This is an optimization exercise on Yosys and OpenROAD, whose aim is small area, not a production implementation. The RTL was checked by simulation tests, not by an equivalence proof against the original design. Power figures rest on the tool's default switching activity, not on a simulated workload.

## flow/config.mk

```make
export PLATFORM = sky130hd
export DESIGN_NAME = pc_rx_deframe
export DESIGN_NICKNAME = pc_rx_deframe
export VERILOG_FILES = /design/flow/design.v
export SDC_FILE = /design/flow/constraint.sdc
export NUM_CORES = 4
export LEC_CHECK = 0
export CAP_MARGIN = 20
export CORE_MARGIN = 2
export CORE_UTILIZATION = 40
export PLACE_DENSITY = 0.6
export SLEW_MARGIN = 20
export BUFFER_PORTS_ARGS = -buffer_cell sky130_fd_sc_hd__buf_1
export CTS_ARGS = -sink_clustering_enable -repair_clock_nets -buf_list sky130_fd_sc_hd__clkbuf_8 -sink_clustering_size 18 -sink_clustering_max_diameter 60 -dont_use_dummy_load
```

## flow/constraint.sdc

```tcl
create_clock -name core_clock -period 6.0 [get_ports {clk_sys}]
set_input_delay 1.2000 -clock core_clock [delete_from_list [all_inputs] [get_ports {clk_sys}]]
set_output_delay 1.2000 -clock core_clock [all_outputs]
set_load 0.01 [all_outputs]
```

## flow/design.v

```verilog
`timescale 1ns/1ns
module cb_crc32
(
    input                    [31:0] q                           ,
    input                     [7:0] d                           ,
    output                   [31:0] c
);
    wire t0 = q[24] ^ d[0];
    wire t1 = q[25] ^ d[1];
    wire t2 = q[26] ^ d[2];
    wire t3 = q[27] ^ d[3];
    wire t4 = q[28] ^ d[4];
    wire t5 = q[29] ^ d[5];
    wire t6 = q[30] ^ d[6];
    wire t7 = q[31] ^ d[7];
    wire x0 = t2 ^ t7;
    wire x1 = t0 ^ t6;
    wire x2 = t1 ^ t4;
    wire x3 = t5 ^ x2;
    wire x4 = t0 ^ t3;
    wire x5 = t3 ^ t7;
    wire x6 = t1 ^ x0;
    wire x7 = t6 ^ x0;
    wire x8 = t3 ^ t4;
    wire x9 = t5 ^ t6;
    wire x10 = t3 ^ x6;
    wire x11 = x1 ^ x8;
    wire x12 = t2 ^ x3;
    wire x13 = x2 ^ x4;
    wire x14 = t4 ^ t5;
    wire x15 = t5 ^ x4;
    wire x16 = t1 ^ x1;
    assign c[0] = x1;
    assign c[1] = t7 ^ x16;
    assign c[2] = x1 ^ x6;
    assign c[3] = x10;
    assign c[4] = t2 ^ x11;
    assign c[5] = x1 ^ x3 ^ x5;
    assign c[6] = x3 ^ x7;
    assign c[7] = x0 ^ x15;
    assign c[8] = q[0] ^ x13;
    assign c[9] = q[1] ^ x12;
    assign c[10] = q[2] ^ t2 ^ x15;
    assign c[11] = q[3] ^ x13;
    assign c[12] = q[4] ^ x1 ^ x12;
    assign c[13] = q[5] ^ x10 ^ x9;
    assign c[14] = q[6] ^ x7 ^ x8;
    assign c[15] = q[7] ^ x14 ^ x5;
    assign c[16] = q[8] ^ t0 ^ x14;
    assign c[17] = q[9] ^ t1 ^ x9;
    assign c[18] = q[10] ^ x7;
    assign c[19] = q[11] ^ x5;
    assign c[20] = q[12] ^ t4;
    assign c[21] = q[13] ^ t5;
    assign c[22] = q[14] ^ t0;
    assign c[23] = q[15] ^ x16;
    assign c[24] = q[16] ^ x6;
    assign c[25] = q[17] ^ t2 ^ t3;
    assign c[26] = q[18] ^ x11;
    assign c[27] = q[19] ^ t7 ^ x3;
    assign c[28] = q[20] ^ t2 ^ x9;
    assign c[29] = q[21] ^ t6 ^ x5;
    assign c[30] = q[22] ^ t4 ^ t7;
    assign c[31] = q[23] ^ t5;
endmodule
`timescale 1ns/1ns
module pc_rx_deframe #
(
    parameter                       U_DLY = 1
)
(
    input                           clk_sys                     ,
    input                           rst_n                       ,
    input                     [7:0] pc_rx_data                  ,
    input                           pc_rx_data_valid            ,
    output reg                      fdram_wr_en                 ,
    output reg               [11:0] fdram_wr_addr               ,
    output                    [7:0] fdram_wr_data               ,
    output                    [3:0] fififo_wr_en                ,
    output                   [71:0] fififo_wr_data              ,
    output                   [19:0] resp_info                   ,
    output reg                      resp_info_valid
);
wire                                v = pc_rx_data_valid        ;
wire                          [7:0] d = pc_rx_data              ;
reg                                 v1                          ;
reg                                 v2                          ;
reg                          [23:8] sr_hi                       ;
reg                           [7:0] sr_lo                       ;
wire                         [23:0] sr = {sr_hi, sr_lo}         ;
wire                         [31:0] w = {sr, d}                 ;
reg                                 busy                        ;
reg                           [3:0] s                           ;
reg                          [31:0] r                           ;
reg                          [31:0] len                         ;
reg                                 type1                       ;
reg                                 type2                       ;
reg                          [15:0] func                        ;
reg                                 p11                         ;
reg                          [11:0] start                       ;
reg                                 latch                       ;
reg                          [31:0] crcd                        ;
reg                                 cv                          ;
reg                                 clear                       ;
reg                                 pc                          ;
reg                          [31:0] lfsr                        ;
wire                         [31:0] lfsr_c                      ;
reg                           [1:0] ffen                        ;
reg                                 m                           ;
wire                                rz4  = ~|r[31:4]            ;
wire                                r7   = rz4 & (r[3:0] == 4'd7);
wire                                r10  = rz4 & (r[3:0] == 4'd10);
wire                                rle6 = rz4 & ~r[3] & ~&r[2:0];
wire                                rgt10 = ~(rz4 & (r[3:0] <= 4'd10));
wire                                lz4  = ~|len[31:4]          ;
wire                                lz3  = lz4 & ~len[3]        ;
wire                                llt4 = lz3 & ~len[2]        ;
wire                                llt6 = lz3 & ~(len[2] & len[1]);
wire                                leq4 = lz3 & (len[2:0] == 3'd4);
wire                                reg1 = (s <= 4'd5)          ;
wire                                e1 = reg1 ? (lz4 & (len[3:0] == s + 4'd1)) : r7;
wire                                e4 = reg1 ? (lz4 & (len[3:0] == s + 4'd4)) : r10;
wire                                ge = rle6 | llt6            ;
wire                                lt4 = llt4 | (~leq4 & rgt10);
wire                                sync = v & (w == 32'hef9119fe);
wire                                chk = busy & v & e1         ;
wire                                match = cv ? (crcd == w) : (w == 32'd0);
always @ (posedge clk_sys or negedge rst_n)
begin
    if(rst_n == 1'b0)
        begin
            v1 <= 1'b0;
            v2 <= 1'b0;
            sr_lo <= 8'd0;
        end
    else
        begin
            v1 <= v;
            v2 <= v1;
            if(v == 1'b1)
                sr_lo <= d;
        end
end
always @ (posedge clk_sys)
begin
    if(v == 1'b1)
        sr_hi <= sr[15:0];
end
always @ (posedge clk_sys or negedge rst_n)
begin
    if(rst_n == 1'b0)
        begin
            busy <= 1'b0;
            s <= 4'd0;
        end
    else
        begin
            if(sync == 1'b1)
                busy <= 1'b1;
            else if((s >= 4'd9) && (ge == 1'b1))
                busy <= 1'b0;
            if(busy == 1'b0)
                s <= 4'd0;
            else if((v == 1'b1) && (s != 4'd15))
                s <= s + 4'd1;
        end
end
always @ (posedge clk_sys)
begin
    if((v == 1'b1) && (s == 4'd5))
        r <= w;
    else if((busy == 1'b1) && (v == 1'b1))
        r <= r - 32'd1;
end
always @ (posedge clk_sys)
begin
    if((v == 1'b1) && (s == 4'd1))
        begin
            type1 <= (w[15:0] == 16'h0001);
            type2 <= (w[15:0] == 16'h0002) | (w[15:0] == 16'h0003);
        end
end
always @ (posedge clk_sys or negedge rst_n)
begin
    if(rst_n == 1'b0)
        begin
            len <= 32'd0;
            p11 <= 1'b0;
            func <= 16'd0;
            start <= 12'd0;
        end
    else
        begin
            if((v1 == 1'b1) && (s == 4'd6))
                len <= r;
            p11 <= v & (s == 4'd11);
            if(p11 == 1'b1)
                func <= sr[15:0];
            if((v1 == 1'b1) && (s == 4'd11))
                start <= fdram_wr_addr;
        end
end
cb_crc32 u_cb_crc32
(
    .q                              (lfsr | {32{pc}}            ),
    .d                              (v1 ? sr[15:8] : sr[7:0]    ),
    .c                              (lfsr_c                     )
);
always @ (posedge clk_sys)
begin
    if(v2 == 1'b1)
        lfsr <= lfsr_c;
end
always @ (posedge clk_sys or negedge rst_n)
begin
    if(rst_n == 1'b0)
        begin
            clear <= 1'b0;
            pc <= 1'b1;
            latch <= 1'b0;
            cv <= 1'b0;
        end
    else
        begin
            clear <= ~busy & v & (d == 8'hef);
            if(clear == 1'b1)
                pc <= 1'b1;
            else if(v2 == 1'b1)
                pc <= 1'b0;
            latch <= v2 & e4;
            if(latch == 1'b1)
                cv <= 1'b1;
        end
end
always @ (posedge clk_sys)
begin
    if(latch == 1'b1)
        crcd <= lfsr;
end
always @ (posedge clk_sys or negedge rst_n)
begin
    if(rst_n == 1'b0)
        begin
            fdram_wr_en <= 1'b0;
            fdram_wr_addr <= 12'd0;
            ffen <= 2'd0;
            resp_info_valid <= 1'b0;
            m <= 1'b0;
        end
    else
        begin
            fdram_wr_en <= v & (s >= 4'd10) & lt4;
            if(fdram_wr_en == 1'b1)
                fdram_wr_addr <= fdram_wr_addr + 12'd1;
            ffen <= {chk & match & type2, chk & match & type1};
            resp_info_valid <= chk & (type1 | type2);
            m <= match;
        end
end
assign fdram_wr_data = sr_lo;
assign fififo_wr_en = {1'b0, ffen, 1'b0};
assign fififo_wr_data = {func, 4'd0, start, m, 7'd0, len};
assign resp_info = {3'd0, m, func};
endmodule
```

## flow/flow/run.sh

```bash
#!/bin/bash
# Standard ORFS layout with smaller port buffers and a lighter clock tree.
set -euo pipefail
cat >> config.mk <<'EOC'
export BUFFER_PORTS_ARGS = -buffer_cell sky130_fd_sc_hd__buf_1
export CTS_ARGS = -sink_clustering_enable -repair_clock_nets -buf_list sky130_fd_sc_hd__clkbuf_8 -sink_clustering_size 18 -sink_clustering_max_diameter 60 -dont_use_dummy_load
EOC
bash standard.sh finish > flow.log 2>&1
```

## flow/standard.sh

```bash
#!/bin/bash
# synth_recipe.tcl (not shown) runs the flow's synth.tcl, then flattens the netlist and writes it again
# the make line also repeats each setting of config.mk as NAME=value (left out here)
make -C /OpenROAD-flow-scripts/flow DESIGN_CONFIG=/design/flow/config.mk WORK_HOME=/design/flow/orfs CLKGATE_MAP_FILE= SYNTH_SCRIPT=/design/flow/synth_recipe.tcl "${@:-finish}"
```

==> results.sh, run 1 <==
export IMPL_area_delta_synth_final_pct=7.589
export IMPL_synthFlopType="sky130_fd_sc_hd__edfxtp_1"
export IMPL_cts_htree_levels=1
export IMPL_critical_path_most_common_cell="sky130_fd_sc_hd__buf_4"
export IMPL_required_ns=6.16
export IMPL_synth_area_um2=10290
export IMPL_initial_core_util_pct=40.85
export IMPL_design_core_area_um2=25180
export IMPL_portBuffers=112
export IMPL_unrepaired_setup_endpoints_after_global_routing="false"
export IMPL_numClockSinks=211
export IMPL_cts_hold_buffers_added=0
export IMPL_tritoncts_buffer_count=18
export IMPL_clock_tree_buffer_depth=3
export IMPL_drt_first_pass_iters=5
export IMPL_synth_seq_area_share_pct=56.88
export IMPL_avgViaCountPerCell=5.177
export IMPL_grt_start_max_net_pins=66
export IMPL_slew_violations=0
export IMPL_cellPowerDensity_nw_per_um2=501.0
export IMPL_timing_final_hold_violations=0
export IMPL_synth_distinct_cells=59
export IMPL_finalNetCount=913
export IMPL_timing_rr_start="s[3]"
export IMPL_post_synth_inst_count=802
export IMPL_most_common_layout_cells="114 x sky130_fd_sc_hd__edfxtp_1, 111 x sky130_fd_sc_hd__buf_1, 101 x sky130_fd_sc_hd__xnor2_1, 96 x sky130_fd_sc_hd__dfrtp_1, 66 x sky130_fd_sc_hd__mux2_2"
export IMPL_floorplan_die_width_um=164.4
export IMPL_placement_row_count=58
export IMPL_max_slew_worst_pin_slew_ns=0.9657
export IMPL_post_cts_resized_instances=0
export IMPL_fin_tns_setup_ns=0
export IMPL_cts_root_buf="sky130_fd_sc_hd__clkbuf_8"
export IMPL_worstHoldStart="clear"
export IMPL_routed_wire_length_per_instance_um=19.57
export IMPL_timing_critical_path_to_type="register"
export IMPL_antenna_found_initial=0
export IMPL_timing_max_cap_violations=0
export IMPL_synth_enable_flop_cells=114
export IMPL_crit_path_start="pc_rx_data_valid"
export IMPL_startpoint_type="input port"
export IMPL_die_y_um=164.4
export IMPL_synth_warning_count=1
export IMPL_hold_path_class="register to register"
export IMPL_route_detailed_drc=0
export IMPL_num_antenna_cells=0
export IMPL_static_leakage_power_nw=4.040
export IMPL_nFillCells=2382
export IMPL_period_share_pct=56.83
export IMPL_grt_overflow_total=0
export IMPL_postSynthRegisterBits=211
export IMPL_wirelength_um=23830
export IMPL_vias=6305
export IMPL_finalCriticalPeriod_ns=3.410
export IMPL_postSynth_asyncResetShare_pct=45.97
export IMPL_maxSlewHeadroom_pct=35.62
export IMPL_post_synth_cell_area_avg_um2=12.83
export IMPL_floorplan_io_pins=129
export IMPL_skew_ns=0.05922
export IMPL_max_freq_mhz=293.3
export IMPL_status="no timing/DRC/antenna violations"
export IMPL_detailedRoute_firstIterationViolations=482
export IMPL_grt_first_pass_wirelength_um=36270
export IMPL_cp_arrival_ns=3.57
export IMPL_drtAntennaViolNets=0
export IMPL_tritoncts="done"
export IMPL_global_route_usage_total_pct=17.52
export IMPL_routabilityCongestion=0.8338
export IMPL_vdd_drop_max_v=0.0002550
export IMPL_first_global_vias=6150
export IMPL_setup_viol=0
export IMPL_cp_slowest_stage_delay_ns=0.91
export IMPL_fin_util_pct=43.95
export IMPL_cts_post_setup_buffers_inserted=0
export IMPL_timing_critical_path_fanout_max=65
export IMPL_drive_gt1_share_pct=13.74
export IMPL_critPathSlowestCell="sky130_fd_sc_hd__and3_2"
export IMPL_clkSlewWorstSetupHoldPaths_ns=0.11
export IMPL_dpl_hpwl_um=16690
export IMPL_clock_latency_late_sink_ns=0.54
export IMPL_criticalPathCategory="input port to register"
export IMPL_layout_cells_most_common="sky130_fd_sc_hd__edfxtp_1"
export IMPL_cp_cell_sequence="buf_1, buf_4, and3_2, nand2b_1, buf_4"
export IMPL_fp_dieArea_um2=27020
[critical path, delay by kind of cell]
kind                   cells  cell delay [ns]
AND/OR/NAND/NOR            2             1.50
buffers and inverters      3             0.83
[where the power goes]
group | internal [mW] | leakage, nW | switching [mW] | total (mW)
clock | 0.270 | 0.129 | 0.454 | 0.724
combinational | 1.05 | 1.58 | 1.16 | 2.22
sequential | 2.18 | 2.33 | 0.421 | 2.60
[flip-flops by register name, indices dropped and copies added, names as in the netlist, 2 cells and up]
name	flops
len	32
start	12
lfsr	32
s	4
r	32
sr_hi	16
sr_lo	8
fdram_wr_addr	12
ffen	2
crcd	32
func	16
[layer usage]
layer | wire length, um | track usage, %
met1 | 10760 | 23.92
met2 | 11360 | 28.79
met3 | 1054 | 2.662
met4 | 661 | 5.652
met5 | 0 | 0
[layout make-up]
cell class / instances / area [um2] / area share [%]
sequential: 211 / 5852 / 52.87
timing repair buffer: 119 / 476.7 / 4.307
inverter: 14 / 52.55 / 0.4748
clock buffer: 18 / 247.7 / 2.238
tap: 330 / 412.9 / 3.731
multi-input combinational: 526 / 4026 / 36.38
[final timing paths]
| path | to | slack [ns] | depth (start not counted) |
|---|---|---|---|
| max in group asynchronous | s[2] | 4.15 | 2 |
| max reg2reg | r[27] | 2.90 | 5 |
| min in group asynchronous | len[3] | 0.72 | 1 |
| min | pc | 0.45 | 1 |
| max | r[27] | 2.59 | 5 |
| min reg2reg | pc | 0.45 | 1 |
[metrics by stage]
step                worst slack, ns  instance area, um2  total power, mW  hold slack, ns  std cells
floorplan                     2.890               10340            4.300          0.3745        817
detailed placement            2.091               10820            4.860          0.4294       1200
global placement              2.101               10820            4.821          0.4274       1200
CTS                           2.610               11070            5.594          0.4490       1218
finish                        2.590               11070            5.545          0.4498       1218
global route                  2.363               11070            5.927          0.4673       1218
[cells by family after synthesis]
kind of cell	count (synthesis)	synth area share, %
buffers and inverters	80	4.537
multiplexers	74	8.392
other	1	0.03645
flip-flops	211	56.88
AO/OA/AOI/OAI	63	3.649
XOR/XNOR	147	14.35
AND/OR/NAND/NOR	214	10.69
adder cells (fa/ha/maj)	12	1.459
[synth_stat cells, drive strengths merged, types with 3 or more instances]
cell type	instances	area, um2
xnor2	103	917.1
nor2	45	173.9
mux2i	8	120.1
nor2b	3	18.77
and2	3	18.77
nand3	14	70.07
mux2	66	743.2
nand2	51	191.4
a21oi	6	30.03
inv	14	52.55
a211oi	3	22.52
buf	49	350.3
a21boi	3	22.52
nand4	18	112.6
or3	8	50.05
edfxtp	114	3423
and3	7	43.79
o21ai	37	185.2
nor3	16	80.08
a21o	3	22.52
dfrtp	96	2402
nor4	31	200.2
clkbuf	17	63.81
ha	12	150.1
or4	6	48.80
xor2	42	514.2
==> inputs of run 2 (changes only) <==
==> flow/run.sh (new file) <==
#!/bin/bash
# synth_recipe.tcl (not shown) runs the flow's synth.tcl, then flattens the netlist and writes it again
# the make line also repeats each setting of config.mk as NAME=value (left out here)
make -C /OpenROAD-flow-scripts/flow DESIGN_CONFIG=/design/flow/config.mk WORK_HOME=/design/flow/orfs CLKGATE_MAP_FILE= SYNTH_SCRIPT=/design/flow/synth_recipe.tcl finish
==> flow/config.mk (replaced) <==
export PLATFORM = sky130hd
export DESIGN_NAME = pc_rx_deframe
export DESIGN_NICKNAME = pc_rx_deframe
export VERILOG_FILES = /design/flow/design.v
export SDC_FILE = /design/flow/constraint.sdc
export NUM_CORES = 4
export LEC_CHECK = 0
export CAP_MARGIN = 20
export CORE_MARGIN = 2
export CORE_UTILIZATION = 40
export CTS_BUF_LIST = sky130_fd_sc_hd__clkbuf_8
export CTS_CLUSTER_DIAMETER = 60
export CTS_CLUSTER_SIZE = 18
export PLACE_DENSITY = 0.6
export SLEW_MARGIN = 20
removed: flow/flow/run.sh
removed: flow/standard.sh
==> run 2 against run 1 <==
Clock power grew 44%. Utilization grew 3.7 points. Global-route usage grew 0.60 points. Worst hold slack lost 0.0051 ns. Register-to-register slack gained 0.07 ns. Cell area grew 8.4%. Die area is the same. Wire length grew 1.7%. Count of clock-buffer cells in the layout grew 3. Sequential share of layout area shrank 4.1 points. Area after synthesis is the same. Critical path depth shrank 4. Critical endpoint is now fdram_wr_data[0]. Largest power group unchanged.
==> results.sh, run 2 <==
export IMPL_finalCriticalPeriod_ns=3.113
export IMPL_clkSlewWorstSetupHoldPaths_ns=0.12
export IMPL_cp_slowest_stage_delay_ns=0.72
export IMPL_antenna_found_initial=0
export IMPL_static_leakage_power_nw=4.440
export IMPL_postSynth_asyncResetShare_pct=45.97
export IMPL_detailedRoute_firstIterationViolations=481
export IMPL_placement_row_count=58
export IMPL_cp_cell_sequence="clkdlybuf4s50_1"
export IMPL_floorplan_die_width_um=164.4
export IMPL_post_route_worst_setup_slack_ns=2.887
export IMPL_area_delta_synth_final_pct=16.61
export IMPL_synthXorXnorAreaFrac_pct=14.35
export IMPL_synthTopCellsByArea="sky130_fd_sc_hd__edfxtp_1 33%, sky130_fd_sc_hd__dfrtp_1 23%, sky130_fd_sc_hd__xnor2_1 8.6%"
export IMPL_cts_hold_buffers_added=0
export IMPL_startpoint_type="register"
export IMPL_vias=6350
export IMPL_drtAntennaViolNets=0
export IMPL_timing_critical_path_buf_inv=1
export IMPL_timing_final_hold_violations=0
export IMPL_synth_commonest_cells="114 x sky130_fd_sc_hd__edfxtp_1, 101 x sky130_fd_sc_hd__xnor2_1, 96 x sky130_fd_sc_hd__dfrtp_1"
export IMPL_setup_viol=0
export IMPL_skew_ns=0.03907
export IMPL_yosys_area_top_type="sky130_fd_sc_hd__edfxtp_1"
export IMPL_max_freq_mhz=321.2
export IMPL_hold_path_class="register to register"
export IMPL_timing_rr_start="v1"
export IMPL_rr_worst_depth=5
export IMPL_synth_simple_gate_area_share_pct=10.69
export IMPL_unrepaired_setup_endpoints_after_global_routing="false"
export IMPL_timing_hold_worst_endpoint="crcd[16]"
export IMPL_die_y_um=164.4
export IMPL_yosysMostFrequentCell="sky130_fd_sc_hd__edfxtp_1"
export IMPL_first_global_vias=6296
export IMPL_maxSlewHeadroom_pct=27.81
export IMPL_drive_gt1_share_pct=15.14
export IMPL_timing_critical_path_fanout_max=9
export IMPL_num_antenna_cells=0
export IMPL_dpl_hpwl_um=17130
export IMPL_floorplan_io_pins=129
export IMPL_cts_post_setup_buffers_inserted=0
export IMPL_global_route_usage_total_pct=18.12
export IMPL_numClockSinks=211
export IMPL_post_synth_inst_count=802
export IMPL_postSynthRegisterBits=211
export IMPL_tritoncts="done"
export IMPL_synth_top_family_by_area="XOR/XNOR gates"
export IMPL_synth_enable_flop_cells=114
export IMPL_area_share_of_the_largest_cell_type_after_synthesis_pct=33.28
export IMPL_nFillCells=2252
export IMPL_r2r_end="lfsr[12]"
export IMPL_final_design_area_excluding_fillers_um2=12000
export IMPL_wirelength_um=24240
export IMPL_grt_start_max_net_pins=72
export IMPL_route_detailed_drc=0
export IMPL_grt_first_pass_wirelength_um=37260
export IMPL_status="no timing/DRC/antenna violations"
export IMPL_synth_compound_area_share_pct=3.649
export IMPL_worstHoldStart="lfsr[16]"
export IMPL_vdd_drop_max_v=0.0004241
export IMPL_crit_family="flip-flops"
export IMPL_dpl_instance_area_um2=11510
export IMPL_max_slew_worst_pin_slew_ns=1.073
export IMPL_critPathSlowestCell="sky130_fd_sc_hd__dfrtp_1"
export IMPL_routabilityCongestion=0.8319
export IMPL_avgViaCountPerCell=5.142
export IMPL_synth_seq_area_share_pct=56.88
export IMPL_muxShareOfSynthArea_pct=8.392
export IMPL_required_ns=4.80
export IMPL_most_common_layout_cells="114 x sky130_fd_sc_hd__edfxtp_1, 111 x sky130_fd_sc_hd__clkdlybuf4s50_1, 101 x sky130_fd_sc_hd__xnor2_1, 96 x sky130_fd_sc_hd__dfrtp_1, 66 x sky130_fd_sc_hd__mux2_2"
export IMPL_synthFlopType="sky130_fd_sc_hd__edfxtp_1"
export IMPL_hold_depth=0
export IMPL_layout_cells_most_common="sky130_fd_sc_hd__edfxtp_1"
export IMPL_period_share_pct=51.89
export IMPL_portBuffers=112
export IMPL_post_cts_resized_instances=0
export IMPL_finalNetCount=914
export IMPL_slew_violations=0
export IMPL_initial_core_util_pct=40.85
export IMPL_clock_tree_buffer_depth=3
export IMPL_criticalPathCategory="register to output pin"
export IMPL_tritoncts_buffer_count=20
export IMPL_crit_path_start="sr_lo[0]"
export IMPL_fp_dieArea_um2=27020
export IMPL_clock_latency_late_sink_ns=0.54
export IMPL_timing_critical_path_to_type="output pin"
export IMPL_cts_root_buf="sky130_fd_sc_hd__clkbuf_8"
export IMPL_synth_area_um2=10290
export IMPL_detailedPlace_worstSlack_ns=2.401
export IMPL_design_core_area_um2=25180
export IMPL_cellPowerDensity_nw_per_um2=514.3
export IMPL_routed_wire_length_per_instance_um=19.62
export IMPL_cp_arrival_ns=1.91
export IMPL_timing_max_cap_violations=0
export IMPL_cts_htree_levels=1
export IMPL_drt_first_pass_iters=4
export IMPL_fin_tns_setup_ns=0
export IMPL_fin_util_pct=47.64
export IMPL_internal_reg_to_reg_setup_slack_ns=2.97
export IMPL_post_synth_fa_ha_maj_area_fraction_pct=1.459
export IMPL_grt_overflow_total=0
export IMPL_post_synth_cell_area_avg_um2=12.83
export IMPL_synth_distinct_cells=59
export IMPL_synth_warning_count=1
==> run 2: routing by layer <==
layer  GRT usage, %  vias to the layer above  routed length (um)
li1               -                     2958                   -
met1          24.94                     3167               10730
met2          30.52                      182               11920
met3          2.386                       43                1112
met4          4.506                        0                 472
met5              0                        -                   0
==> run 2: how the worst max path moves through the flow <==
| stage | slack (ns) | depth (start not counted) | end |
|---|---|---|---|
| global route | 2.80 | 1 | fdram_wr_data[3] |
| CTS | 2.85 | 1 | fdram_wr_data[3] |
| detailed placement | 2.40 | 4 | r[25] |
| global placement | 2.45 | 4 | r[17] |
| finish | 2.89 | 1 | fdram_wr_data[0] |
| floorplan | 2.89 | 4 | r[0] |
==> run 2: through the flow <==
stage	power, mW	hold slack, ns	cells
5_1_grt	6.569	0.4609	1235
3_3_place_gp	5.123	0.4230	1199
4_1_cts	6.243	0.4471	1235
3_5_place_dp	5.180	0.4317	1199
6_report	6.170	0.4446	1235
2_1_floorplan	4.300	0.3745	817
==> run 2: power breakdown <==
part	switching (mW)	internal (mW)	leakage, nW
combinational	1.17	1.36	1.85
sequential	0.423	2.18	2.33
clock	0.555	0.488	0.258
total	2.15	4.02	4.44
==> run 2: cell type report <==
| cell class | count | area (um2) | share of cell area, % |
|---|---|---|---|
| Tap cell | 330 | 412.9 | 3.442 |
| Inverter | 14 | 52.55 | 0.4380 |
| Multi-Input combinational cell | 526 | 4026 | 33.56 |
| Timing Repair Buffer | 118 | 1164 | 9.700 |
| Clock buffer | 21 | 289.0 | 2.409 |
| Sequential cell | 211 | 5852 | 48.78 |
| Clock inverter | 15 | 200.2 | 1.669 |
==> run 2: cell families (layout without fill, tap and decap cells) <==
family | count (synthesis) | after routing
adders and majority gates | 12 | 12
and+or+nand+nor | 214 | 214
other | 1 | 16
DFF | 211 | 211
AOI/OAI and AO/OA | 63 | 63
muxes | 74 | 74
xor gates and xnor gates | 147 | 147
buffers and inverters | 80 | 168
==> inputs of run 3 (changes only) <==
==> flow/flow/run.sh (new file) <==
#!/bin/bash
# Standard ORFS layout with smaller port buffers, a lighter clock tree and
# combinational cells taken down to their smallest drive after floorplan.
set -euo pipefail
HERE=$(pwd)
cat >> config.mk <<EOC
export BUFFER_PORTS_ARGS = -buffer_cell sky130_fd_sc_hd__buf_1
export CTS_ARGS = -sink_clustering_enable -repair_clock_nets -buf_list sky130_fd_sc_hd__clkbuf_16 -sink_clustering_size 34 -sink_clustering_max_diameter 100 -dont_use_dummy_load
export POST_FLOORPLAN_TCL = $HERE/flow/downsize.tcl
EOC
bash standard.sh finish > flow.log 2>&1
==> flow/flow/downsize.tcl (new file) <==
# Swap every combinational cell to the smallest drive strength of the same
# function (the later repair steps size up again where timing needs it).
set dont_use [split $::env(DONT_USE_CELLS)]
set db [ord::get_db]
array set best {}
foreach lib [$db getLibs] {
  foreach m [$lib getMasters] {
    set n [$m getName]
    if {[$m getType] ne "CORE"} { continue }
    if {[lsearch -exact $dont_use $n] >= 0} { continue }
    if {![regexp {^(sky130_fd_sc_hd__[a-z0-9]+)_([0-9]+)$} $n -> base drive]} { continue }
    set a [expr {[$m getWidth] * [$m getHeight]}]
    if {![info exists best($base)] || $a < [lindex $best($base) 0]} {
      set best($base) [list $a $m]
    }
  }
}
set n 0
foreach inst [[ord::get_db_block] getInsts] {
  set m [$inst getMaster]
  set name [$m getName]
  if {![regexp {^(sky130_fd_sc_hd__([a-z0-9]+))_([0-9]+)$} $name -> base short drive]} { continue }
  if {[regexp {^(df|edf|sdf|sedf|dl|conb|tap|fill|decap|clkdly|dlygate)} $short]} { continue }
  if {![info exists best($base)]} { continue }
  set bm [lindex $best($base) 1]
  if {$bm eq $m} { continue }
  if {[lindex $best($base) 0] < [expr {[$m getWidth] * [$m getHeight]}]} {
    $inst swapMaster $bm
    incr n
  }
}
puts "downsize: swapped $n cells"
==> flow/standard.sh (new file) <==
#!/bin/bash
# synth_recipe.tcl (not shown) runs the flow's synth.tcl, then flattens the netlist and writes it again
# the make line also repeats each setting of config.mk as NAME=value (left out here)
make -C /OpenROAD-flow-scripts/flow DESIGN_CONFIG=/design/flow/config.mk WORK_HOME=/design/flow/orfs CLKGATE_MAP_FILE= SYNTH_SCRIPT=/design/flow/synth_recipe.tcl "${@:-finish}"
--- a/flow/config.mk
+++ b/flow/config.mk
@@ -10,6 +10,6 @@
 export CORE_UTILIZATION = 40
-export CTS_BUF_LIST = sky130_fd_sc_hd__clkbuf_8
-export CTS_CLUSTER_DIAMETER = 60
-export CTS_CLUSTER_SIZE = 18
 export PLACE_DENSITY = 0.6
 export SLEW_MARGIN = 20
+export BUFFER_PORTS_ARGS = -buffer_cell sky130_fd_sc_hd__buf_1
+export CTS_ARGS = -sink_clustering_enable -repair_clock_nets -buf_list sky130_fd_sc_hd__clkbuf_16 -sink_clustering_size 34 -sink_clustering_max_diameter 100 -dont_use_dummy_load
+export POST_FLOORPLAN_TCL = /design/flow/flow/downsize.tcl
removed: flow/run.sh
==> run 3 against run 2 <==
Still clean on timing, DRC and antenna. Register-to-register slack worse by 0.27 ns. Via count decreased by 1.6%. Fmax is 9.9% lower. Final cell count down 1.9%. Utilization decreased by 4.4 points. Area after synthesis did not move. Wire length is 5.0% lower. Global-route usage decreased by 1.2 points. Critical path type is now input port to register. Largest cell class unchanged. Largest power group unchanged.
==> results.sh, run 3 <==
export IMPL_post_cts_resized_instances=0
export IMPL_global_route_usage_total_pct=16.90
export IMPL_critPathSlowestCell="sky130_fd_sc_hd__and3_2"
export IMPL_clock_tree_buffer_depth=3
export IMPL_critical_path_most_common_cell="sky130_fd_sc_hd__buf_4"
export IMPL_numClockSinks=211
export IMPL_finalNetCount=907
export IMPL_finalNonFillerCells=1212
export IMPL_floorplan_die_width_um=164.4
export IMPL_most_common_layout_cells="114 x sky130_fd_sc_hd__edfxtp_1, 111 x sky130_fd_sc_hd__buf_1, 103 x sky130_fd_sc_hd__xnor2_1, 96 x sky130_fd_sc_hd__dfrtp_1, 66 x sky130_fd_sc_hd__mux2_2"
export IMPL_synthTopCellsByArea="sky130_fd_sc_hd__edfxtp_1 33%, sky130_fd_sc_hd__dfrtp_1 23%, sky130_fd_sc_hd__xnor2_1 8.6%"
export IMPL_synth_seq_area_share_pct=56.88
export IMPL_cellPowerDensity_nw_per_um2=500.7
export IMPL_synth_distinct_cells=59
export IMPL_period_share_pct=57.61
export IMPL_cp_cell_sequence="buf_1, buf_4, and3_2, nand2b_1, buf_4"
export IMPL_r2r_end="lfsr[12]"
export IMPL_synth_area_um2=10290
export IMPL_routabilityCongestion=0.8164
export IMPL_post_synth_cell_area_avg_um2=12.83
export IMPL_placement_row_count=58
export IMPL_postSynthRegisterBits=211
export IMPL_skew_ns=0.04788
export IMPL_postSynth_asyncResetShare_pct=45.97
export IMPL_design_core_area_um2=25180
export IMPL_rr_worst_depth=5
export IMPL_clock_latency_late_sink_ns=0.48
export IMPL_p_comb_share_pct=38.4
export IMPL_yosys_area_top_type="sky130_fd_sc_hd__edfxtp_1"
export IMPL_final_design_area_excluding_fillers_um2=10890
export IMPL_vias=6249
export IMPL_synth_enable_flop_cells=114
export IMPL_drive_gt1_share_pct=10.43
export IMPL_dpl_hpwl_um=16540
export IMPL_finalCriticalPeriod_ns=3.456
export IMPL_routed_metal_1_wirelength_um=10510
export IMPL_clkSlewWorstSetupHoldPaths_ns=0.12
export IMPL_cts_post_setup_buffers_inserted=0
export IMPL_internal_reg_to_reg_setup_slack_ns=2.70
export IMPL_max_freq_mhz=289.3
export IMPL_num_antenna_cells=0
export IMPL_maxSlewHeadroom_pct=36.03
export IMPL_max_slew_worst_pin_slew_ns=0.9507
export IMPL_floorplan_io_pins=129
export IMPL_p_total_mw=5.451
export IMPL_grt_overflow_total=0
export IMPL_drt_first_pass_iters=4
export IMPL_static_leakage_power_nw=4.020
export IMPL_cts_hold_buffers_added=0
export IMPL_internal_power_mw=3.506
export IMPL_grt_first_pass_wirelength_um=35060
export IMPL_detailedRoute_firstIterationViolations=540
export IMPL_unrepaired_setup_endpoints_after_global_routing="false"
export IMPL_tritoncts_buffer_count=11
export IMPL_first_global_vias=5929
export IMPL_timing_hold_worst_endpoint="crcd[27]"
export IMPL_wirelength_um=23030
export IMPL_place_inst=1201
export IMPL_tritoncts="done"
export IMPL_portBuffers=112
export IMPL_timing_max_cap_violations=0
export IMPL_grt_start_max_net_pins=71
export IMPL_netSwitchingPower_mw=1.945
export IMPL_drtAntennaViolNets=0
export IMPL_wl_met2_um=11260
export IMPL_timing_rr_start="pc"
export IMPL_synth_commonest_cells="114 x sky130_fd_sc_hd__edfxtp_1, 101 x sky130_fd_sc_hd__xnor2_1, 96 x sky130_fd_sc_hd__dfrtp_1"
export IMPL_dpl_instance_area_um2=10610
export IMPL_highest_layer="met4"
export IMPL_routed_wire_length_per_instance_um=19.00
export IMPL_criticalPathCategory="input port to register"
export IMPL_antenna_found_initial=0
export IMPL_cp_slowest_stage_delay_ns=0.91
export IMPL_timing_final_hold_violations=0
export IMPL_hold_depth=0
export IMPL_setup_viol=0
export IMPL_area_share_of_the_largest_cell_type_after_synthesis_pct=33.28
export IMPL_share_seq_of_total_power_pct=47.5
export IMPL_p_sw_share_pct=35.68
export IMPL_required_ns=6.12
export IMPL_avgViaCountPerCell=5.156
export IMPL_route_detailed_drc=0
export IMPL_startpoint_type="input port"
export IMPL_synthFlopType="sky130_fd_sc_hd__edfxtp_1"
export IMPL_post_synth_inst_count=802
export IMPL_timing_critical_path_to_type="register"
export IMPL_status="no timing/DRC/antenna violations"
export IMPL_hold_path_class="register to register"
export IMPL_initial_core_util_pct=40.85
export IMPL_nFillCells=2406
export IMPL_fin_tns_setup_ns=0
export IMPL_layout_cells_most_common="sky130_fd_sc_hd__edfxtp_1"
export IMPL_whs_ns=0.4150
export IMPL_cts_root_buf="sky130_fd_sc_hd__clkbuf_16"
export IMPL_die_y_um=164.4
export IMPL_fp_dieArea_um2=27020
export IMPL_clockPowerShare_pct=14.1
export IMPL_area_delta_synth_final_pct=5.826
export IMPL_cts_htree_levels=1
export IMPL_cp_arrival_ns=3.57
export IMPL_timing_critical_path_fanout_max=65
export IMPL_synth_warning_count=1
export IMPL_worstHoldStart="lfsr[27]"
export IMPL_wl_met3_um=828
export IMPL_vdd_drop_max_v=0.0003535
export IMPL_yosysMostFrequentCell="sky130_fd_sc_hd__edfxtp_1"
export IMPL_slew_violations=0
==> run 3: cell counts after synthesis <==
No cell type changed its count.
==> run 3: through the flow <==
stage / setup slack [ns] / utilization (%)
2_1_floorplan: 2.890 / -
3_3_place_gp: 2.108 / 42.14
3_5_place_dp: 2.094 / 42.14
4_1_cts: 2.561 / 43.23
5_1_grt: 2.329 / 43.23
6_report: 2.544 / 43.23
==> run 3: worst max path at each step <==
stage               endpoint  depth (start not counted)             start
detailed placement      r[0]                          5  pc_rx_data_valid
global placement        r[0]                          5  pc_rx_data_valid
finish                 r[28]                          5  pc_rx_data_valid
floorplan               r[0]                          4  pc_rx_data_valid
global route           r[28]                          5  pc_rx_data_valid
CTS                    r[28]                          5  pc_rx_data_valid
==> run 3: cell type report <==
class,count,area [um2],share of cell area (%)
flip-flops and latches,211,5852,53.75
well taps,330,412.9,3.793
repair buffers,120,484.2,4.448
clock buffers,11,275.3,2.528
multi-input cells,526,3810,35.00
inverters,14,52.55,0.4827
==> run 3: logic make-up (layout without fill, tap and decap cells) <==
| group | after synthesis | count (layout) | share of synthesized area (%) |
|---|---|---|---|
| adder cells (fa/ha/maj) | 12 | 12 | 1.459 |
| AND/OR/NAND/NOR | 214 | 214 | 10.69 |
| XOR/XNOR | 147 | 147 | 14.35 |
| multiplexers | 74 | 74 | 8.392 |
| other | 1 | 16 | 0.03645 |
| flip-flops | 211 | 211 | 56.88 |
| AO/OA/AOI/OAI | 63 | 63 | 3.649 |
| buffers and inverters | 80 | 145 | 4.537 |
==> run 3: power groups by stage <==
stage               Sequential (mW)  Clock [mW]  Combinational [mW]
detailed placement             2.63           0                2.11
floorplan                      2.56           0                1.74
finish                         2.59       0.768                2.09
global route                   2.65       0.833                2.33
CTS                            2.59       0.794                2.12
global placement               2.61           0                2.07
==> run 3: worst max-delay path, delay by kind of cell <==
family / cells / cell delay [ns]
buf+inv: 3 / 0.83
simple gates: 2 / 1.51
==> run 3: metal layers <==
metal  track usage [%]  vias up
li1                  -     2939
met5                 0        -
met3             1.657       28
met4             4.111        0
met2             28.32      140
met1             23.74     3142
==> inputs of run 4 (changes only) <==
--- a/flow/flow/run.sh
+++ b/flow/flow/run.sh
@@ -7,3 +7,3 @@
 export BUFFER_PORTS_ARGS = -buffer_cell sky130_fd_sc_hd__buf_1
-export CTS_ARGS = -sink_clustering_enable -repair_clock_nets -buf_list sky130_fd_sc_hd__clkbuf_16 -sink_clustering_size 34 -sink_clustering_max_diameter 100 -dont_use_dummy_load
+export CTS_ARGS = -sink_clustering_enable -repair_clock_nets -buf_list sky130_fd_sc_hd__clkbuf_4 -sink_clustering_size 9 -sink_clustering_max_diameter 40 -dont_use_dummy_load
 export POST_FLOORPLAN_TCL = $HERE/flow/downsize.tcl
--- a/flow/config.mk
+++ b/flow/config.mk
@@ -13,3 +13,3 @@
 export BUFFER_PORTS_ARGS = -buffer_cell sky130_fd_sc_hd__buf_1
-export CTS_ARGS = -sink_clustering_enable -repair_clock_nets -buf_list sky130_fd_sc_hd__clkbuf_16 -sink_clustering_size 34 -sink_clustering_max_diameter 100 -dont_use_dummy_load
+export CTS_ARGS = -sink_clustering_enable -repair_clock_nets -buf_list sky130_fd_sc_hd__clkbuf_4 -sink_clustering_size 9 -sink_clustering_max_diameter 40 -dont_use_dummy_load
 export POST_FLOORPLAN_TCL = /design/flow/flow/downsize.tcl
==> run 4 against run 3 <==
Still clean. Sequential power about the same. Sequential share of layout area up 0.087 points. Via count up 1.0%. Count of clock-buffer cells in the layout up 23. First-iteration DRC count down 10%. Total power down 0.84%. Worst hold slack better by 0.026 ns. Critical path type is now register to register. Critical endpoint is now lfsr[12]. Largest power group unchanged. Highest routed layer unchanged.
==> results.sh, run 4 <==
export IMPL_max_freq_mhz=296.4
export IMPL_critical_path_most_common_cell="sky130_fd_sc_hd__xor2_1"
export IMPL_finalNonFillerCells=1236
export IMPL_final_design_area_excluding_fillers_um2=10870
export IMPL_fp_dieArea_um2=27020
export IMPL_die_y_um=164.4
export IMPL_post_cts_resized_instances=0
export IMPL_timing_rr_start="pc"
export IMPL_synthTopCellsByArea="sky130_fd_sc_hd__edfxtp_1 33%, sky130_fd_sc_hd__dfrtp_1 23%, sky130_fd_sc_hd__xnor2_1 8.6%"
export IMPL_synthFlopType="sky130_fd_sc_hd__edfxtp_1"
export IMPL_postSynth_asyncResetShare_pct=45.97
export IMPL_placement_row_count=58
export IMPL_cp_cell_sequence="nor2_1, xor2_1, xor2_1, xnor2_1, xnor3_1"
export IMPL_dpl_hpwl_um=16540
export IMPL_clockPowerShare_pct=13.4
export IMPL_vdd_drop_max_v=0.0003212
export IMPL_global_route_usage_total_pct=17.37
export IMPL_tritoncts_buffer_count=34
export IMPL_postSynthRegisterBits=211
export IMPL_clock_latency_late_sink_ns=0.65
export IMPL_area_delta_synth_final_pct=5.656
export IMPL_hold_path_class="register to register"
export IMPL_criticalPathCategory="register to register"
export IMPL_max_slew_worst_pin_slew_ns=0.9455
export IMPL_post_synth_inst_count=802
export IMPL_area_share_of_the_largest_cell_type_after_synthesis_pct=33.28
export IMPL_fin_tns_setup_ns=0
export IMPL_timing_max_cap_violations=0
export IMPL_dpl_instance_area_um2=10610
export IMPL_crit_path_start="pc"
export IMPL_floorplan_die_width_um=164.4
export IMPL_unrepaired_setup_endpoints_after_global_routing="false"
export IMPL_routabilityCongestion=0.8164
export IMPL_cp_slowest_stage_delay_ns=0.96
export IMPL_detailedRoute_firstIterationViolations=486
export IMPL_place_inst=1201
export IMPL_synth_warning_count=1
export IMPL_internal_reg_to_reg_setup_slack_ns=2.63
export IMPL_design_core_area_um2=25180
export IMPL_synth_seq_area_share_pct=56.88
export IMPL_skew_ns=0.1103
export IMPL_slew_violations=0
export IMPL_startpoint_type="register"
export IMPL_initial_core_util_pct=40.85
export IMPL_crit_family="XOR/XNOR gates"
export IMPL_synth_commonest_cells="114 x sky130_fd_sc_hd__edfxtp_1, 101 x sky130_fd_sc_hd__xnor2_1, 96 x sky130_fd_sc_hd__dfrtp_1"
export IMPL_netSwitchingPower_mw=1.969
export IMPL_cts_hold_buffers_added=0
export IMPL_antenna_found_initial=1
export IMPL_numClockSinks=211
export IMPL_most_common_layout_cells="114 x sky130_fd_sc_hd__edfxtp_1, 111 x sky130_fd_sc_hd__buf_1, 103 x sky130_fd_sc_hd__xnor2_1, 96 x sky130_fd_sc_hd__dfrtp_1, 66 x sky130_fd_sc_hd__mux2_2"
export IMPL_share_seq_of_total_power_pct=47.9
export IMPL_cts_root_buf="sky130_fd_sc_hd__clkbuf_4"
export IMPL_grt_start_max_net_pins=71
export IMPL_critPathSlowestCell="sky130_fd_sc_hd__dfstp_2"
export IMPL_synth_enable_flop_cells=114
export IMPL_clkSlewWorstSetupHoldPaths_ns=0.10
export IMPL_drt_first_pass_iters=4
export IMPL_route_detailed_drc=0
export IMPL_internal_power_mw=3.437
export IMPL_synth_area_um2=10290
export IMPL_post_synth_cell_area_avg_um2=12.83
export IMPL_timing_final_hold_violations=0
export IMPL_floorplan_io_pins=129
export IMPL_cts_htree_levels=2
export IMPL_maxSlewHeadroom_pct=36.97
export IMPL_clock_tree_buffer_depth=3
export IMPL_cellPowerDensity_nw_per_um2=497.3
export IMPL_setup_viol=0
export IMPL_vias=6313
export IMPL_finalCriticalPeriod_ns=3.374
export IMPL_timing_critical_path_fanout_max=33
export IMPL_required_ns=6.34
export IMPL_rr_worst_depth=5
export IMPL_crit_end="lfsr[12]"
export IMPL_avgViaCountPerCell=5.108
export IMPL_cts_post_setup_buffers_inserted=0
export IMPL_grt_first_pass_wirelength_um=35640
export IMPL_cp_arrival_ns=3.72
export IMPL_p_total_mw=5.406
export IMPL_count_of_cell_instances_traversed_by_the_critical_path=5
export IMPL_drive_gt1_share_pct=12.71
export IMPL_static_leakage_power_nw=4.041
export IMPL_yosysMostFrequentCell="sky130_fd_sc_hd__edfxtp_1"
export IMPL_timing_critical_path_buf_inv=0
export IMPL_grt_overflow_total=0
export IMPL_synth_distinct_cells=59
export IMPL_period_share_pct=56.23
export IMPL_p_sw_share_pct=36.43
export IMPL_wirelength_um=23280
export IMPL_layout_cells_most_common="sky130_fd_sc_hd__edfxtp_1"
export IMPL_yosys_area_top_type="sky130_fd_sc_hd__edfxtp_1"
export IMPL_post_route_worst_setup_slack_ns=2.626
export IMPL_status="no timing/DRC/antenna violations"
export IMPL_routed_wire_length_per_instance_um=18.84
export IMPL_first_global_vias=6142
export IMPL_tritoncts="done"
export IMPL_r2r_end="lfsr[12]"
export IMPL_timing_critical_path_to_type="register"
export IMPL_detailedPlace_worstSlack_ns=2.094
export IMPL_portBuffers=112
export IMPL_finalNetCount=930
export IMPL_drtAntennaViolNets=0
export IMPL_p_comb_share_pct=38.7
[run 4: cell types whose count changed in the layout (fill, tap and decap cells not counted)]
| cell | delta |
|---|---|
| sky130_fd_sc_hd__clkbuf_16 | -11 |
| sky130_fd_sc_hd__diode_2 | +1 |
| sky130_fd_sc_hd__clkbuf_4 | +34 |
[run 4: logic make-up (layout without fill, tap and decap cells)]
family          Yosys count  after routing  share of synthesized area [%]
flops                   211            211                          56.88
buf+inv                  80            168                          4.537
fa+ha+maj                12             12                          1.459
other cells               1             17                        0.03645
compound gates           63             63                          3.649
mux                      74             74                          8.392
xor+xnor                147            147                          14.35
simple gates            214            214                          10.69
[run 4: how the worst min path moves through the flow]
stage | startpoint | to | slack (ns) | cells after the start
2_1_floorplan | v1 | v2 | 0.37 | 0
3_3_place_gp | lfsr[30] | crcd[30] | 0.43 | 0
3_5_place_dp | clear | pc | 0.42 | 1
4_1_cts | lfsr[6] | crcd[6] | 0.44 | 0
5_1_grt | lfsr[18] | crcd[18] | 0.46 | 0
6_report | lfsr[6] | crcd[6] | 0.44 | 0
[run 4: final cells by class]
cell class                 count  area, um2
multi-input combinational    526       3810
antenna                        1      2.502
timing repair buffer         120      484.2
tap                          330      412.9
inverter                      14      52.55
clock buffer                  34      255.2
fill                        2419      14310
sequential                   211       5852
[run 4: layer usage]
metal	wire length, um	global-route usage [%]	up-vias
li1	-	-	3000
met1	10420	23.60	3109
met2	11240	27.92	164
met3	1031	3.014	40
met4	592	6.561	0
met5	0	0	-
[run 4: power by group through the flow]
| stage | Clock (mW) | Combinational (mW) | Sequential [mW] |
|---|---|---|---|
| floorplan | 0 | 1.74 | 2.56 |
| global placement | 0 | 2.07 | 2.61 |
| detailed placement | 0 | 2.11 | 2.63 |
| CTS | 0.761 | 2.13 | 2.59 |
| global route | 0.808 | 2.34 | 2.66 |
| finish | 0.723 | 2.09 | 2.59 |
[run 4: stage by stage]
step	hold slack [ns]	utilization [%]
after floorplan	0.3745	-
final	0.4408	43.16
after CTS	0.4399	43.15
after global routing	0.4591	43.16
after detailed placement	0.4182	42.14
after global placement	0.4336	42.14
==> inputs of run 5 (changes only) <==
--- a/flow/flow/run.sh
+++ b/flow/flow/run.sh
@@ -7,3 +7,3 @@
 export BUFFER_PORTS_ARGS = -buffer_cell sky130_fd_sc_hd__buf_1
-export CTS_ARGS = -sink_clustering_enable -repair_clock_nets -buf_list sky130_fd_sc_hd__clkbuf_4 -sink_clustering_size 9 -sink_clustering_max_diameter 40 -dont_use_dummy_load
+export CTS_ARGS = -sink_clustering_enable -repair_clock_nets -buf_list sky130_fd_sc_hd__clkbuf_8 -sink_clustering_size 18 -sink_clustering_max_diameter 60 -dont_use_dummy_load
 export POST_FLOORPLAN_TCL = $HERE/flow/downsize.tcl
==> flow/config.mk (replaced) <==
export PLATFORM = sky130hd
export DESIGN_NAME = pc_rx_deframe
export DESIGN_NICKNAME = pc_rx_deframe
export VERILOG_FILES = /design/flow/design.v
export SDC_FILE = /design/flow/constraint.sdc
export NUM_CORES = 4
export LEC_CHECK = 0
export CAP_MARGIN = 20
export CORE_MARGIN = 2
export CORE_UTILIZATION = 65
export PLACE_DENSITY = 0.8
export SLEW_MARGIN = 20
export BUFFER_PORTS_ARGS = -buffer_cell sky130_fd_sc_hd__buf_1
export CTS_ARGS = -sink_clustering_enable -repair_clock_nets -buf_list sky130_fd_sc_hd__clkbuf_8 -sink_clustering_size 18 -sink_clustering_max_diameter 60 -dont_use_dummy_load
export POST_FLOORPLAN_TCL = /design/flow/flow/downsize.tcl
==> run 5 against run 4 <==
Still clean. Critical path depth is the same. Combinational power about the same. Clock power is 8.2% lower. Sequential power hardly changed. Fmax down 2.0%. Clock skew shrank 0.069 ns. Die area fell by 38%. Synthesized cell count stayed put. Worst hold slack worse by 0.023 ns. Final cell count fell by 11%. Area after synthesis unchanged. Critical endpoint is now r[17]. Largest power group unchanged. Highest routed layer unchanged.
==> results.sh, run 5 <==
export IMPL_p_total_mw=5.376
export IMPL_cts_root_buf="sky130_fd_sc_hd__clkbuf_8"
export IMPL_clock_latency_late_sink_ns=0.50
export IMPL_tritoncts_buffer_count=16
export IMPL_clock_tree_buffer_depth=3
export IMPL_cellPowerDensity_nw_per_um2=504.0
export IMPL_fp_dieArea_um2=16850
export IMPL_cts_post_setup_buffers_inserted=0
export IMPL_yosys_area_top_type="sky130_fd_sc_hd__edfxtp_1"
export IMPL_synth_distinct_cells=59
export IMPL_cp_arrival_ns=3.59
export IMPL_avgViaCountPerCell=5.862
export IMPL_vdd_drop_max_v=0.0007405
export IMPL_design_core_area_um2=15310
export IMPL_placement_row_count=45
export IMPL_grt_overflow_total=0
export IMPL_hold_path_class="register to register"
export IMPL_setup_viol=0
export IMPL_die_y_um=129.8
export IMPL_grt_start_max_net_pins=69
export IMPL_timing_critical_path_fanout_max=65
export IMPL_area_delta_synth_final_pct=3.697
export IMPL_fin_tns_setup_ns=0
export IMPL_grt_first_pass_wirelength_um=34490
export IMPL_finalNetCount=910
export IMPL_most_common_layout_cells="114 x sky130_fd_sc_hd__edfxtp_1, 111 x sky130_fd_sc_hd__buf_1, 103 x sky130_fd_sc_hd__xnor2_1, 96 x sky130_fd_sc_hd__dfrtp_1, 66 x sky130_fd_sc_hd__mux2_2"
export IMPL_synth_enable_flop_cells=114
export IMPL_required_ns=6.15
export IMPL_cts_htree_levels=1
export IMPL_global_route_usage_total_pct=26.47
export IMPL_synthTopCellsByArea="sky130_fd_sc_hd__edfxtp_1 33%, sky130_fd_sc_hd__dfrtp_1 23%, sky130_fd_sc_hd__xnor2_1 8.6%"
export IMPL_period_share_pct=57.37
export IMPL_dpl_hpwl_um=15700
export IMPL_clkSlewWorstSetupHoldPaths_ns=0.11
export IMPL_cts_hold_buffers_added=0
export IMPL_wirelength_um=21970
export IMPL_vias=6425
export IMPL_routabilityCongestion=0.9108
export IMPL_first_global_vias=6375
export IMPL_drt_first_pass_iters=5
export IMPL_multi_input_comb_area_um2=3810
export IMPL_fin_util_pct=69.66
export IMPL_routed_wire_length_per_instance_um=20.05
export IMPL_numClockSinks=211
export IMPL_nFillCells=1099
export IMPL_timing_final_hold_violations=0
export IMPL_drtAntennaViolNets=0
export IMPL_postSynthRegisterBits=211
export IMPL_unrepaired_setup_endpoints_after_global_routing="false"
export IMPL_static_leakage_power_nw=3.990
export IMPL_post_synth_cell_area_avg_um2=12.83
export IMPL_max_slew_worst_pin_slew_ns=0.9498
export IMPL_timing_critical_path_to_type="register"
export IMPL_post_synth_inst_count=802
export IMPL_yosysMostFrequentCell="sky130_fd_sc_hd__edfxtp_1"
export IMPL_antenna_found_initial=0
export IMPL_floorplan_die_width_um=129.8
export IMPL_area_share_of_the_largest_cell_type_after_synthesis_pct=33.28
export IMPL_criticalPathCategory="input port to register"
export IMPL_finalCriticalPeriod_ns=3.442
export IMPL_post_cts_resized_instances=0
export IMPL_ff_latch_area_um2=5852
export IMPL_tritoncts="done"
export IMPL_synth_commonest_cells="114 x sky130_fd_sc_hd__edfxtp_1, 101 x sky130_fd_sc_hd__xnor2_1, 96 x sky130_fd_sc_hd__dfrtp_1"
export IMPL_route_detailed_drc=0
export IMPL_status="no timing/DRC/antenna violations"
export IMPL_post_route_worst_setup_slack_ns=2.558
export IMPL_slew_violations=0
export IMPL_initial_core_util_pct=67.17
export IMPL_layout_cells_most_common="sky130_fd_sc_hd__edfxtp_1"
export IMPL_num_antenna_cells=0
export IMPL_whs_ns=0.4175
export IMPL_synth_area_um2=10290
export IMPL_synth_warning_count=1
export IMPL_timing_max_cap_violations=0
export IMPL_max_freq_mhz=290.5
export IMPL_skew_ns=0.04084
export IMPL_startpoint_type="input port"
export IMPL_detailedPlace_worstSlack_ns=2.107
export IMPL_floorplan_io_pins=129
export IMPL_postSynth_asyncResetShare_pct=45.97
export IMPL_synthFlopType="sky130_fd_sc_hd__edfxtp_1"
export IMPL_maxSlewHeadroom_pct=36.68
export IMPL_portBuffers=112
export IMPL_detailedRoute_firstIterationViolations=511
export IMPL_synth_seq_area_share_pct=56.88
export IMPL_drive_gt1_share_pct=10.73
==> run 5: cell count changes in the layout (fill, tap and decap cells not counted) <==
cell / change
sky130_fd_sc_hd__diode_2: -1
sky130_fd_sc_hd__clkbuf_8: +16
sky130_fd_sc_hd__buf_4: -2
sky130_fd_sc_hd__clkbuf_4: -34
==> run 5: per-stage QoR <==
stage / instances / area [um2]
2_1_floorplan: 817 / 10340
3_3_place_gp: 1080 / 10450
3_5_place_dp: 1080 / 10450
4_1_cts: 1096 / 10670
5_1_grt: 1096 / 10670
6_report: 1096 / 10670
==> run 5: path summary, 6_finish.rpt <==
kind                                       start        to  slack [ns]  depth (start not counted)
worst min register to register          lfsr[25]  crcd[25]        0.42                          0
min in group asynchronous                  rst_n    len[3]        0.65                          1
max in group asynchronous                  rst_n   func[4]        4.15                          2
worst min-delay path                    lfsr[25]  crcd[25]        0.42                          0
worst max register to register                pc  lfsr[12]        2.79                          5
worst max-delay path            pc_rx_data_valid     r[17]        2.56                          5
==> run 5: cell families (layout without fill, tap and decap cells) <==
family	Yosys count	after routing	share of synthesized area [%]
AND/OR/NAND/NOR	214	214	10.69
buffers and inverters	80	148	4.537
XOR/XNOR	147	147	14.35
flip-flops	211	211	56.88
AO/OA/AOI/OAI	63	63	3.649
other	1	16	0.03645
adder cells (fa/ha/maj)	12	12	1.459
multiplexers	74	74	8.392
==> run 5: layout make-up <==
cell class | instances | share of cell area, %
Sequential cell | 211 | 54.86
Multi-Input combinational cell | 526 | 35.71
Timing Repair Buffer | 118 | 4.398
Tap cell | 211 | 2.475
Clock buffer | 16 | 2.064
Inverter | 14 | 0.4926
==> run 5: power by group <==
| part | internal, mW | switching [mW] |
|---|---|---|
| sequential | 2.18 | 0.419 |
| clock | 0.242 | 0.422 |
| combinational | 0.992 | 1.12 |
| total | 3.42 | 1.96 |
==> run 5: critical path: stages <==
cell and delay [ns]:
sky130_fd_sc_hd__buf_1 0.07, sky130_fd_sc_hd__buf_4 0.36, sky130_fd_sc_hd__and3_2 0.91, sky130_fd_sc_hd__nand2b_1 0.65
sky130_fd_sc_hd__buf_4 0.39
==> run 5: per-layer routing <==
| metal | global-route usage [%] | vias to the layer above | wire length, um | part of all wire [%] |
|---|---|---|---|---|
| li1 | - | 2938 | - | - |
| met1 | 35.65 | 3176 | 8872 | 40 |
| met2 | 45.03 | 271 | 10950 | 50 |
| met3 | 3.936 | 40 | 1519 | 6.9 |
| met4 | 8.096 | 0 | 631 | 2.9 |
| met5 | 0 | - | 0 | 0 |
==> inputs of run 6 (changes only) <==
--- a/flow/config.mk
+++ b/flow/config.mk
@@ -9,4 +9,4 @@
 export CORE_MARGIN = 2
-export CORE_UTILIZATION = 65
-export PLACE_DENSITY = 0.8
+export CORE_UTILIZATION = 80
+export PLACE_DENSITY = 0.9
 export SLEW_MARGIN = 20
==> run 6 against run 5 <==
Utilization increased by 15 points. Largest power group unchanged. Sequential cell count unchanged. Setup slack improved by 0.24 ns. Still clean. Wire length increased by 4.9%. Count of clock-buffer cells in the layout unchanged.
==> results.sh, run 6 <==
export IMPL_clock_latency_late_sink_ns=0.52
export IMPL_max_freq_mhz=312.8
export IMPL_cts_hold_buffers_added=0
export IMPL_p_sw_share_pct=37.34
export IMPL_timing_critical_path_fanout_max=33
export IMPL_clockPowerShare_pct=12.3
export IMPL_synth_enable_flop_cells=114
export IMPL_vias=6725
export IMPL_synth_warning_count=1
export IMPL_synthFlopType="sky130_fd_sc_hd__edfxtp_1"
export IMPL_floorplan_die_width_um=117.4
export IMPL_required_ns=6.25
export IMPL_synth_seq_area_share_pct=56.88
export IMPL_maxSlewHeadroom_pct=37.25
export IMPL_finalNetCount=912
export IMPL_post_cts_resized_instances=0
export IMPL_synth_distinct_cells=59
export IMPL_nFillCells=704
export IMPL_period_share_pct=53.29
export IMPL_numClockSinks=211
export IMPL_p_total_mw=5.457
export IMPL_synth_top_family_by_area="XOR/XNOR gates"
export IMPL_grt_start_max_net_pins=73
export IMPL_static_leakage_power_nw=4.001
export IMPL_post_synth_fa_ha_maj_area_fraction_pct=1.459
export IMPL_num_antenna_cells=0
export IMPL_vdd_drop_max_v=0.0006879
export IMPL_tritoncts="done"
export IMPL_area_share_of_the_largest_cell_type_after_synthesis_pct=33.28
export IMPL_ff_latch_area_um2=5852
export IMPL_first_global_vias=6575
export IMPL_avgViaCountPerCell=6.350
export IMPL_initial_core_util_pct=81.85
export IMPL_max_slew_worst_pin_slew_ns=0.9326
export IMPL_timing_critical_path_buf_inv=0
export IMPL_drive_gt1_share_pct=10.82
export IMPL_yosysMostFrequentCell="sky130_fd_sc_hd__edfxtp_1"
export IMPL_skew_ns=0.05280
export IMPL_netSwitchingPower_mw=2.038
export IMPL_clkSlewWorstSetupHoldPaths_ns=0.11
export IMPL_synth_simple_gate_area_share_pct=10.69
export IMPL_timing_final_hold_violations=0
export IMPL_portBuffers=112
export IMPL_grt_overflow_total=0
export IMPL_antenna_found_initial=0
export IMPL_cp_arrival_ns=3.45
export IMPL_fin_tns_setup_ns=0
export IMPL_status="no timing/DRC/antenna violations"
export IMPL_layout_cells_most_common="sky130_fd_sc_hd__edfxtp_1"
export IMPL_grt_first_pass_wirelength_um=36600
export IMPL_synth_area_um2=10290
export IMPL_critical_path_most_common_cell="sky130_fd_sc_hd__xor2_1"
export IMPL_postSynthRegisterBits=211
export IMPL_cp_cell_sequence="nor2_1, xor2_1, xor2_1, xnor2_1, xnor3_1"
export IMPL_die_y_um=117.4
export IMPL_synth_commonest_cells="114 x sky130_fd_sc_hd__edfxtp_1, 101 x sky130_fd_sc_hd__xnor2_1, 96 x sky130_fd_sc_hd__dfrtp_1"
export IMPL_critPathSlowestCell="sky130_fd_sc_hd__dfstp_2"
export IMPL_timing_critical_path_to_type="register"
export IMPL_finalNonFillerCells=1059
export IMPL_synthXorXnorAreaFrac_pct=14.35
export IMPL_detailedRoute_firstIterationViolations=672
export IMPL_detailedPlace_worstSlack_ns=2.785
export IMPL_yosys_area_top_type="sky130_fd_sc_hd__edfxtp_1"
export IMPL_setup_viol=0
export IMPL_clock_tree_buffer_depth=3
export IMPL_muxShareOfSynthArea_pct=8.392
export IMPL_unrepaired_setup_endpoints_after_global_routing="false"
export IMPL_fp_dieArea_um2=13780
export IMPL_most_common_layout_cells="114 x sky130_fd_sc_hd__edfxtp_1, 111 x sky130_fd_sc_hd__buf_1, 103 x sky130_fd_sc_hd__xnor2_1, 96 x sky130_fd_sc_hd__dfrtp_1, 66 x sky130_fd_sc_hd__mux2_2"
export IMPL_cts_root_buf="sky130_fd_sc_hd__clkbuf_8"
export IMPL_wirelength_um=23050
export IMPL_crit_family="XOR/XNOR gates"
export IMPL_post_synth_inst_count=802
export IMPL_p_comb_share_pct=39.8
export IMPL_design_core_area_um2=12570
export IMPL_dpl_instance_area_um2=10410
export IMPL_final_design_area_excluding_fillers_um2=10630
export IMPL_routabilityCongestion=0.9222
export IMPL_placement_row_count=41
export IMPL_place_inst=1043
export IMPL_multi_input_comb_area_um2=3809
export IMPL_cts_post_setup_buffers_inserted=0
export IMPL_cp_slowest_stage_delay_ns=0.92
export IMPL_internal_power_mw=3.419
export IMPL_tritoncts_buffer_count=16
export IMPL_post_synth_cell_area_avg_um2=12.83
export IMPL_dpl_hpwl_um=16480
export IMPL_area_delta_synth_final_pct=3.357
export IMPL_post_route_worst_setup_slack_ns=2.803
export IMPL_timing_max_cap_violations=0
export IMPL_drt_first_pass_iters=6
export IMPL_cts_htree_levels=1
export IMPL_startpoint_type="register"
export IMPL_hold_path_class="register to register"
export IMPL_slew_violations=0
export IMPL_synth_compound_area_share_pct=3.649
export IMPL_global_route_usage_total_pct=34.01
export IMPL_synthTopCellsByArea="sky130_fd_sc_hd__edfxtp_1 33%, sky130_fd_sc_hd__dfrtp_1 23%, sky130_fd_sc_hd__xnor2_1 8.6%"
export IMPL_floorplan_io_pins=129
export IMPL_route_detailed_drc=0
export IMPL_postSynth_asyncResetShare_pct=45.97
export IMPL_criticalPathCategory="register to register"
export IMPL_drtAntennaViolNets=0
export IMPL_routed_wire_length_per_instance_um=21.77
export IMPL_cellPowerDensity_nw_per_um2=513.2
export IMPL_share_seq_of_total_power_pct=47.9
export IMPL_finalCriticalPeriod_ns=3.197
run 6: path summary, 6_finish.rpt:
path,start,endpoint,slack (ns),cells after the start
min in group asynchronous,rst_n,len[16],0.62,1
max,pc,lfsr[12],2.80,5
min,lfsr[2],crcd[2],0.46,0
max reg2reg,pc,lfsr[12],2.80,5
max in group asynchronous,rst_n,func[10],4.11,2
min reg2reg,lfsr[2],crcd[2],0.46,0
run 6: power groups by stage:
| stage | combinational [mW] | clock [mW] | sequential, mW |
|---|---|---|---|
| global route | 2.34 | 0.724 | 2.67 |
| global placement | 2.05 | 0 | 2.58 |
| finish | 2.17 | 0.669 | 2.61 |
| detailed placement | 2.15 | 0 | 2.63 |
| CTS | 2.17 | 0.674 | 2.60 |
| floorplan | 1.74 | 0 | 2.56 |
run 6: area by class of cell:
type,count,share of cell area [%]
timing repair buffer,120,4.554
clock buffer,16,2.071
sequential,211,55.04
multi-input combinational,526,35.82
tap,172,2.024
inverter,14,0.4942
run 6: logic make-up (layout without fill, tap and decap cells):
logic type,after synthesis,count (layout)
compound gates,63,63
flops,211,211
mux,74,74
buf+inv,80,150
simple gates,214,214
other cells,1,16
xor+xnor,147,147
fa+ha+maj,12,12
run 6: per-stage QoR:
step | hold WS, ns | utilization (%)
after floorplan | 0.3745 | -
after global placement | 0.4229 | 82.85
after detailed placement | 0.4141 | 82.85
after CTS | 0.4572 | 84.60
after global routing | 0.4815 | 84.60
final | 0.4622 | 84.60
run 6: metal layers:
metal,global-route usage (%),wire (um)
met1,47.84,8943
met2,55.81,11290
met3,4.767,2088
met4,11.22,736
met5,0,0

==> port drivers added, routing unchanged <==
Ports are ideal in the flow. The routed layouts listed here were re-timed in OpenROAD. Step 1, drivers: a clkbuf_16 drives clk_sys and a buf_2 each remaining input, both assumed. Step 2 times the ports against the registers' clock, not the clock port: input delays grow and output delays shrink by t, the midpoint of the rising clock arrivals with the driver on. Three values: ideal, step 1, step 2; two values: the first two.
run | t (ns) | slack for setup (ns) | hold WS [ns]
run 1 | 0.552 | 2.590 / 2.608 / 2.056 | 0.450 / 0.450 / 0.450
run 2 | 0.567 | 2.887 / 2.845 / 2.419 | 0.445 / 0.445 / 0.445
run 3 | 0.499 | 2.544 / 2.565 / 2.065 | 0.415 / 0.415 / 0.415
run 4 | 0.643 | 2.626 / 2.626 / 2.052 | 0.441 / 0.441 / 0.441
run 5 | 0.522 | 2.558 / 2.566 / 2.043 | 0.417 / 0.417 / 0.417
run 6 | 0.536 | 2.803 / 2.803 / 2.705 | 0.462 / 0.462 / 0.462
After both steps setup and hold are still met in every run listed. For run 4, which loses most, drivers alone change the setup slack by 0.000 ns; drivers and shift together by -0.574 ns.
